This is an optimization exercise on Yosys and OpenROAD, whose aim is small area and a short achievable clock period, not a production implementation. RTL that was checked went through simulation tests only; none was proved equivalent to the original.

==> flow/design.v (excerpt) <==
module izhneuron_verilog(clk, rst, en, WE, Addr, AER_BUS, Weight, spike_out);
For scale: roughly 710 cells after synthesis.
clock: 21.0 ns
lec_check: 0
cap_margin: 20
core_margin: 2
core_utilization: 40
slew_margin: 20
standard.sh (not shown) runs the stock make flow with config.mk's settings and CLKGATE_MAP_FILE= SYNTH_SCRIPT=/design/flow/synth_recipe.tcl, a recipe that flattens the netlist after the stock synthesis.
==> flow/flow/run.sh <==
#!/bin/bash
# Standard ORFS layout of the standard synthesis, with these changes in how it is made:
#  - after synthesis, flow/polar.py re-polarises full adders (FA(~a,~b,~c) =
#    ~FA(a,b,c)) to drop inverters; the registers and the function are unchanged;
#  - the gate driving spike_out takes the reset from the reset port's buffer
#    directly, not through the reset's fan-out buffers (flow/post_grt.tcl);
set -e
cp standard.sh standard.sh.log
export SETUP_SLACK_MARGIN=${FLOW_SETUP_MARGIN:-12}
export BUFFER_PORTS_ARGS="-buffer_cell sky130_fd_sc_hd__buf_2"
# after global routing: the reset input of spike_out's gate is fed straight from
# the reset port's buffer (flow/post_grt.tcl)
export POST_GLOBAL_ROUTE_TCL=$(pwd)/flow/post_grt.tcl
bash standard.sh synth > synth.log 2>&1
R=orfs/results/sky130hd/izhneuron_verilog/base
cp $R/1_2_yosys.v yosys_netlist_before_polar.v.log
python3 flow/polar.py $R/1_2_yosys.v $R/1_2_yosys.polar.v > polar.log 2>&1
mv $R/1_2_yosys.polar.v $R/1_2_yosys.v
rm -f $R/1_synth.odb
bash standard.sh > standard.log 2>&1
Other scripts of this flow, unchanged in this note and not shown: flow/flow/polar.py, flow/flow/post_grt.tcl
The first run finished clean.
Change:
--- a/flow/design.v
+++ b/flow/design.v
@@ -2,28 +2,28 @@
 input wire clk;
 input wire rst;
 input wire en;
 input wire WE;
 input wire [3:0] Addr;
 input wire [3:0] AER_BUS;
 input wire [10:0] Weight;
 output wire spike_out;
 reg [10:0] mem0, mem1, mem2, mem3;
 reg [3:0] valid;                  
 reg [10:0] wout, acc, I;
 reg [13:0] N, t;              
-wire sel0 = ~rst & valid[0] & (AER_BUS == 4'd0);
-wire sel1 = ~rst & valid[1] & (AER_BUS == 4'd1);
-wire sel2 = ~rst & valid[2] & (AER_BUS == 4'd2);
-wire sel3 = ~rst & valid[3] & (AER_BUS == 4'd3);
+wire sel0 = valid[0] & (AER_BUS == 4'd0);
+wire sel1 = valid[1] & (AER_BUS == 4'd1);
+wire sel2 = valid[2] & (AER_BUS == 4'd2);
+wire sel3 = valid[3] & (AER_BUS == 4'd3);
 wire [10:0] rdg = ({11{sel0}} & mem0) | ({11{sel1}} & mem1) | ({11{sel2}} & mem2) | ({11{sel3}} & mem3);
 wire sm0 = acc[0] ^ wout[0];
 wire sc0 = acc[0] & wout[0];
 wire sm1 = acc[1] ^ wout[1] ^ sc0;
 wire sc1 = (acc[1] & wout[1]) | (acc[1] & sc0) | (wout[1] & sc0);
 wire sm2 = acc[2] ^ wout[2] ^ sc1;
 wire sc2 = (acc[2] & wout[2]) | (acc[2] & sc1) | (wout[2] & sc1);
 wire sm3 = acc[3] ^ wout[3] ^ sc2;
 wire sc3 = (acc[3] & wout[3]) | (acc[3] & sc2) | (wout[3] & sc2);
 wire sm4 = acc[4] ^ wout[4] ^ sc3;
 wire sc4 = (acc[4] & wout[4]) | (acc[4] & sc3) | (wout[4] & sc3);
 wire sm5 = acc[5] ^ wout[5] ^ sc4;
@@ -673,61 +673,62 @@
 assign y[2] = x458 ^ G492;
 assign y[3] = x461 ^ G506;
 assign y[4] = x464 ^ G508;
 assign y[5] = x467 ^ G518;
 assign y[6] = x470 ^ G520;
 assign y[7] = x473 ^ G522;
 assign y[8] = x476 ^ G524;
 assign y[9] = x479 ^ G530;
 assign y[10] = x482 ^ G532;
 assign y[11] = x485 ^ G534;
 assign y[12] = x488 ^ G536;
 assign y[13] = x491 ^ G538;
-wire nns0 = N0a[4] ^ spk ^ 1'b0;
-wire nnc0 = (N0a[4] & spk) | (N0a[4] & 1'b0) | (spk & 1'b0);
-wire nns1 = N0a[5] ^ spk ^ nnc0;
-wire nnc1 = (N0a[5] & spk) | (N0a[5] & nnc0) | (spk & nnc0);
-wire nns2 = N0a[6] ^ 1'b0 ^ nnc1;
-wire nnc2 = (N0a[6] & 1'b0) | (N0a[6] & nnc1) | (1'b0 & nnc1);
-wire nns3 = N0a[7] ^ spk ^ nnc2;
-wire nnc3 = (N0a[7] & spk) | (N0a[7] & nnc2) | (spk & nnc2);
-wire nns4 = N0a[8] ^ spk ^ nnc3;
-wire nnc4 = (N0a[8] & spk) | (N0a[8] & nnc3) | (spk & nnc3);
-wire nns5 = N0a[9] ^ spk ^ nnc4;
-wire nnc5 = (N0a[9] & spk) | (N0a[9] & nnc4) | (spk & nnc4);
-wire nns6 = N0a[10] ^ spk ^ nnc5;
-wire nnc6 = (N0a[10] & spk) | (N0a[10] & nnc5) | (spk & nnc5);
-wire nns7 = N0a[11] ^ spk ^ nnc6;
-wire nnc7 = (N0a[11] & spk) | (N0a[11] & nnc6) | (spk & nnc6);
-wire nns8 = N0a[12] ^ spk ^ nnc7;
-wire nnc8 = (N0a[12] & spk) | (N0a[12] & nnc7) | (spk & nnc7);
-wire nns9 = N0a[13] ^ spk ^ nnc8;
-wire [13:0] N_next = {nns9, nns8, nns7, nns6, nns5, nns4, nns3, nns2, nns1, nns0, N0a[3:0]};
+wire nnd4 = N0a[4] ^ spk;
+wire nnb4 = ~N0a[4] & spk;
+wire nnd5 = N0a[5] ^ nnb4;
+wire nnb5 = ~N0a[5] & nnb4;
+wire nnd6 = N0a[6] ^ spk ^ nnb5;
+wire nnb6 = (~N0a[6] & spk) | (~N0a[6] & nnb5) | (spk & nnb5);
+wire nnd7 = N0a[7] ^ nnb6;
+wire nnb7 = ~N0a[7] & nnb6;
+wire nnd8 = N0a[8] ^ nnb7;
+wire nnb8 = ~N0a[8] & nnb7;
+wire nnd9 = N0a[9] ^ nnb8;
+wire nnb9 = ~N0a[9] & nnb8;
+wire nnd10 = N0a[10] ^ nnb9;
+wire nnb10 = ~N0a[10] & nnb9;
+wire nnd11 = N0a[11] ^ nnb10;
+wire nnb11 = ~N0a[11] & nnb10;
+wire nnd12 = N0a[12] ^ nnb11;
+wire nnb12 = ~N0a[12] & nnb11;
+wire nnd13 = N0a[13] ^ nnb12;
+wire nnb13 = ~N0a[13] & nnb12;
+wire [13:0] N_next = {nnd13, nnd12, nnd11, nnd10, nnd9, nnd8, nnd7, nnd6, nnd5, nnd4, N0a[3:0]};
 wire signed [13:0] ts = t;
 wire f = ts < -14'sd1285;               
 wire spk = f | ~wsn;
 assign spike_out = ~rst & spk;
 wire g = ~y[13] & (y[12:0] > 13'd1068);
 wire [13:0] t_next = (rst | f | g) ? 14'd118 : y;    
 always @(posedge clk) begin
+	t <= t_next;
 	if (WE && Addr[3:2] == 2'b00) begin
 		case (Addr[1:0])
 			2'd0: mem0 <= Weight;
 			2'd1: mem1 <= Weight;
 			2'd2: mem2 <= Weight;
 			default: mem3 <= Weight;
 		endcase
 	end
-	if (rst || !WE) wout <= rdg;
-	t <= t_next;
 	if (rst) begin
 		valid <= 4'b0000;
-		acc <= 11'd0; I <= 11'd0;
+		wout <= 11'd0; acc <= 11'd0; I <= 11'd0;
 		N <= 14'd16112;
 	end else begin
 		if (WE && Addr[3:2] == 2'b00) valid[Addr[1:0]] <= 1'b1;
+		if (!WE) wout <= rdg;
 		acc <= en ? 11'd0 : sum;
 		I <= I_next;
 		N <= N_next;
 	end
 end
 endmodule
Effect:
- The changed run finished with timing, DRC and antenna clean
- critical path depth shrinks by 13
- core utilization is lower by 1.8 points
- wire length hardly moves
- count of clock-buffer cells in the layout goes up by 1
For the first run of this note, only the layout was checked, not whether the RTL still works.

## re-timing with driven ports
How much do the figures lean on ideal ports? The routed layouts below were timed once more, with nothing changed but the port constraints.
Step 1 (the two cells are an assumption about what drives the block):
set clk [get_ports {clk}]
set_driving_cell -lib_cell sky130_fd_sc_hd__clkbuf_16 $clk
set_driving_cell -lib_cell sky130_fd_sc_hd__buf_2 [delete_from_list [all_inputs] $clk]
Step 2 also shifts input and output timing later by t, the mid clock arrival at the registers, as if the neighbouring blocks saw the same clock.
Three values: ideal ports, drivers, drivers and shift; two values: the first two.
run	shift t [ns]	setup WS [ns]	pins driven straight from the clock port
the first run	0.399	12.041 / 11.996 / 11.996	1
the second run	0.398	12.108 / 12.058 / 12.058	1
After both steps setup and hold are still met in every run listed. The setup slack of the second run, which loses most, moves by -0.050 ns with the drivers and by -0.050 ns with both steps.
